Context: an optimization exercise on an open-source flow, tuned for small area, a short achievable clock period and few clock cycles. The choices shown serve that exercise and are no tape-out recipe.
Where RTL was checked, it was by simulation tests only, not by an equivalence proof against the original.
Power figures rest on the tool's default switching activity, not on a simulated workload.

==> flow/design.v <==
module rle (
	clk,
	nreset,
	start,
	message_addr,
	message_size,
	rle_addr,
	rle_size,
	done,
	port_A_data_in,
	port_A_data_out,
	port_A_addr,
	port_A_we
	);
input	clk;
input	nreset;
input	start;
input 	[31:0] message_addr;
input	[31:0] message_size;
input	[31:0] rle_addr;
input   [31:0] port_A_data_out;
output  [31:0] port_A_data_in;
output  [15:0] port_A_addr;
output  port_A_we;
output	[31:0] rle_size;
output	done;
reg        busy, done_r;
reg        we_r;          
reg        psel;          
reg        wd;            
reg        fin, fin2;     
reg [13:0] R;             
reg [13:0] Wp;            
reg        rdv;           
reg        allin;         
reg [5:0]  wleft;         
reg [31:0] W;
reg [3:1]  rb;            
reg [2:0]  qe;            
reg [1:0]  pos;           
reg [2:0]  sl;            
reg [2:0]  q;             
reg        cons;          
reg        eb;            
reg        sv;            
reg [7:0]  sb;            
reg [2:0]  ssl;           
reg        Wv, last, first, half;
reg [7:0]  val, cnt, runs;
reg [15:0] lo;
wire [1:0] vb = message_size[1:0];      
wire go_start = start & ~busy;
assign port_A_we      = we_r & busy;
assign port_A_addr    = {(psel ? Wp : R), 2'b00};
assign port_A_data_in = {val, cnt, lo};
assign rle_size       = {23'b0, runs, 1'b0};
assign done           = done_r;
function [2:0] seg;
	input [2:0] n;
	input [2:0] p;
	begin
		case ({n, p})
			{3'd2, 3'd1}, {3'd3, 3'd2}, {3'd4, 3'd3}: seg = 3'd1;
			{3'd3, 3'd1}, {3'd4, 3'd2}:               seg = 3'd2;
			{3'd4, 3'd1}:                             seg = 3'd3;
			default:                                  seg = 3'd4;
		endcase
	end
endfunction
wire       run  = busy & ~fin & ~fin2;
wire       go   = run & Wv & ~sv;
wire       nr   = eb | first;
wire       emit = sv | (go & eb & ~first);
wire [7:0] byt  = W[{pos, 3'b000} +: 8];
wire [2:0] nq   = rb[1] ? 3'd1 : rb[2] ? 3'd2 : rb[3] ? 3'd3 : qe;
wire [3:1] rbn  = rb[1] ? {rb[3:2], 1'b0} : rb[2] ? {rb[3], 2'b00} : 3'b000;
wire       consn = ~|rb;                       
wire       few  = ~((rb[1] & rb[2]) | (rb[1] & rb[3]) | (rb[2] & rb[3]));
wire [3:0] clo  = {1'b0, cnt[2:0]} + {1'b0, sl};
wire [4:0] chi1 = cnt[7:3] + 5'd1;
wire [7:0] cadd = {clo[3] ? chi1 : cnt[7:3], clo[2:0]};
wire [31:0] d = port_A_data_out;
wire [3:0] bl;
assign bl[0] = d[7:0]   != W[31:24];
assign bl[1] = d[15:8]  != d[7:0];
assign bl[2] = d[23:16] != d[15:8];
assign bl[3] = d[31:24] != d[23:16];
wire [3:1] ml;                                            
wire rlast = (wleft == 6'd0);                             
assign ml[1] = rlast & (vb == 2'd1);
assign ml[2] = rlast & (vb == 2'd1 || vb == 2'd2);
assign ml[3] = rlast & (vb != 2'd0);
wire [3:1] stl = bl[3:1] & ~ml;
wire [2:0] qel = rlast ? {vb == 2'd0, vb} : 3'd4;
wire [2:0] q0  = stl[1] ? 3'd1 : stl[2] ? 3'd2 : stl[3] ? 3'd3 : qel;
wire [3:1] rb0 = stl[1] ? {stl[3:2], 1'b0} : stl[2] ? {stl[3], 2'b00} : 3'b000;
wire land  = busy & rdv;
wire early = land & go & ~cons;       
wire nland = land & ~early;
wire two_l = ~((bl[1] & bl[2]) | (bl[1] & bl[3]) | (bl[2] & bl[3]));
wire free1 = sv    ? (cons | consn) :
             early ? 1'b0 :
             nland ? two_l :
             (go & ~cons) ? few : 1'b1;
wire issue = run & ~we_r & ~allin & ~(rdv & rlast) & free1;
wire first_n = first & ~go;
wire half_n  = half ^ emit;
wire fin_n   = go & cons & last;
wire we_n    = (half_n & ((go & ~cons) | (nland & bl[0] & ~first_n) |
                          (sv & eb) | fin_n)) |
               (fin & ~half);
always @(posedge clk or negedge nreset) begin
	if (!nreset) begin
		busy <= 1'b0;
		done_r <= 1'b0;
		fin <= 1'b0;
		fin2 <= 1'b0;
		rdv <= 1'b0;
		Wv <= 1'b0;
		sv <= 1'b0;
		first <= 1'b1;
		half <= 1'b0;
	end else if (go_start) begin
		busy <= 1'b1;
		done_r <= 1'b0;
		fin <= 1'b0;
		fin2 <= 1'b0;
		rdv <= 1'b0;
		Wv <= 1'b0;
		sv <= 1'b0;
		first <= 1'b1;
		half <= 1'b0;
	end else begin
		rdv <= issue;
		first <= first_n;
		half <= half_n | (fin & ~half);
		fin <= fin_n;
		fin2 <= fin & ~half;
		sv <= early;
		if (land) Wv <= 1'b1;
		else if (go & cons) Wv <= 1'b0;
		if ((fin & half) | fin2) begin
			busy <= 1'b0;
			done_r <= 1'b1;
		end
	end
end
always @(posedge clk) begin
	we_r <= we_n & ~go_start;
	psel <= we_n;
	wd <= we_r & ~go_start;
	if (go_start) begin
		R <= message_addr[15:2];
		Wp <= rle_addr[15:2];
		wleft <= message_size[7:2] - {5'd0, (vb == 2'd0)};
		allin <= 1'b0;
		runs <= 8'd0;
	end else begin
		if (issue) R <= R + 14'd1;
		if (wd) Wp <= Wp + 14'd1;
		if (emit) begin
			runs <= runs + 8'd1;
			if (!half) lo <= {val, cnt};
		end
		if (sv) begin
			val <= sb;
			cnt <= {5'd0, ssl};
		end
		if (go) begin
			rb <= rbn;
			pos <= q[1:0];
			q <= nq;
			sl <= seg(nq, q);
			cons <= consn;
			eb <= 1'b1;
			if (nr) begin
				val <= byt;
				cnt <= {5'd0, sl};
			end else
				cnt <= cadd;
		end
		if (early) begin
			sb <= W[31:24];
			ssl <= seg(3'd4, q);
		end
		if (land) begin
			W <= d;
			rb <= rb0;
			qe <= qel;
			sl <= q0;
			q <= q0;
			cons <= ~|stl;
			eb <= bl[0];
			last <= rlast;
			wleft <= wleft - 6'd1;
			if (rlast) allin <= 1'b1;
			pos <= 2'd0;
		end
		if (fin) begin
			runs <= runs + 8'd1;
			if (!half) begin
				lo <= {val, cnt};
				val <= 8'd0;
				cnt <= 8'd0;
			end
		end
	end
end
endmodule
Settings: LEC_CHECK=0, CAP_MARGIN=20, CORE_MARGIN=2, CORE_UTILIZATION=40, CTS_BUF_LIST=sky130_fd_sc_hd__clkbuf_8, PLACE_DENSITY=0.6, SETUP_SLACK_MARGIN=1.7, SLEW_MARGIN=20; clock period 4.0 ns.
standard.sh (not shown) runs the stock make flow with config.mk's settings and CLKGATE_MAP_FILE= SYNTH_SCRIPT=/design/flow/synth_recipe.tcl, a recipe that flattens the netlist after the stock synthesis.
==> flow/flow/run.sh <==
#!/bin/bash
set -euo pipefail
bash standard.sh "BUFFER_PORTS_ARGS=-buffer_cell sky130_fd_sc_hd__buf_1" finish > standard_flow.log 2>&1
The starting point went through all stages and came out clean.
==> next run, changes <==
--- a/flow/design.v
+++ b/flow/design.v
@@ -27,5 +27,4 @@
 reg        busy, done_r;
 reg        we_r;          
-reg        psel;          
 reg        wd;            
 reg        fin, fin2;     
@@ -34,4 +33,5 @@
 reg        rdv;           
 reg        allin;         
+reg        rlast;         
 reg [5:0]  wleft;         
 reg [31:0] W;
@@ -52,5 +52,5 @@
 wire go_start = start & ~busy;
 assign port_A_we      = we_r & busy;
-assign port_A_addr    = {(psel ? Wp : R), 2'b00};
+assign port_A_addr    = {(we_r ? Wp : R), 2'b00};
 assign port_A_data_in = {val, cnt, lo};
 assign rle_size       = {23'b0, runs, 1'b0};
@@ -87,5 +87,4 @@
 assign bl[3] = d[31:24] != d[23:16];
 wire [3:1] ml;                                            
-wire rlast = (wleft == 6'd0);                             
 assign ml[1] = rlast & (vb == 2'd1);
 assign ml[2] = rlast & (vb == 2'd1 || vb == 2'd2);
@@ -103,5 +102,5 @@
              nland ? two_l :
              (go & ~cons) ? few : 1'b1;
-wire issue = run & ~we_r & ~allin & ~(rdv & rlast) & free1;
+wire issue = run & ~we_r & ~allin & free1;
 wire first_n = first & ~go;
 wire half_n  = half ^ emit;
@@ -148,5 +147,4 @@
 always @(posedge clk) begin
 	we_r <= we_n & ~go_start;
-	psel <= we_n;
 	wd <= we_r & ~go_start;
 	if (go_start) begin
@@ -159,4 +157,9 @@
 		if (issue) R <= R + 14'd1;
 		if (wd) Wp <= Wp + 14'd1;
+		if (issue) begin
+			wleft <= wleft - 6'd1;
+			rlast <= (wleft == 6'd0);
+			if (wleft == 6'd0) allin <= 1'b1;
+		end
 		if (emit) begin
 			runs <= runs + 8'd1;
@@ -193,6 +196,4 @@
 			eb <= bl[0];
 			last <= rlast;
-			wleft <= wleft - 6'd1;
-			if (rlast) allin <= 1'b1;
 			pos <= 2'd0;
 		end
What happened: Die area falls by 1.5%; wire length falls by 0.41%; setup slack degrades by 0.019 ns; sequential share of layout area rises by 1.9 points; non-clock buffer count falls by 10; flip-flop and latch count stays the same; cell area falls by 3.7%; hold slack hardly moves; combinational power falls by about 6%; register-to-register slack improves by 0.08 ns; final cell count falls by 4.7%.
Testbench counts after the change, summed over its fixed seeds: cycles 16,803.
Function not checked in the first run of this note: the RTL went through the layout flow alone.

## re-timing with driven ports
The results above use ideal ports. As a check the final layouts listed here were re-extracted and re-timed, cells and wires unchanged. Step 1 assumes that a clkbuf_16 drives the clock port and a buf_2 every other input. Step 2 moves the port delays by t, midway between the first and last clock arrival at a register: inputs arrive t later, outputs are due t later. That takes back most of the time a late clock gives input paths. a / b / c = ideal / step 1 / step 2; a / b = the first two.
run | shift t [ns] | slack for setup (ns) | hold WS [ns] | worst setup path after step 2 | pins driven straight from the clock port
the first run | 0.497 | 1.774 / 1.736 / 1.435 | 0.283 / 0.290 / 0.487 | input to register | 1
the second run | 0.496 | 1.755 / 1.714 / 1.366 | 0.284 / 0.292 / 0.512 | input to register | 1
After both steps every run listed still meets setup and hold. The setup slack of the second run, which loses most, moves by -0.041 ns with the drivers and by -0.389 ns with both steps.
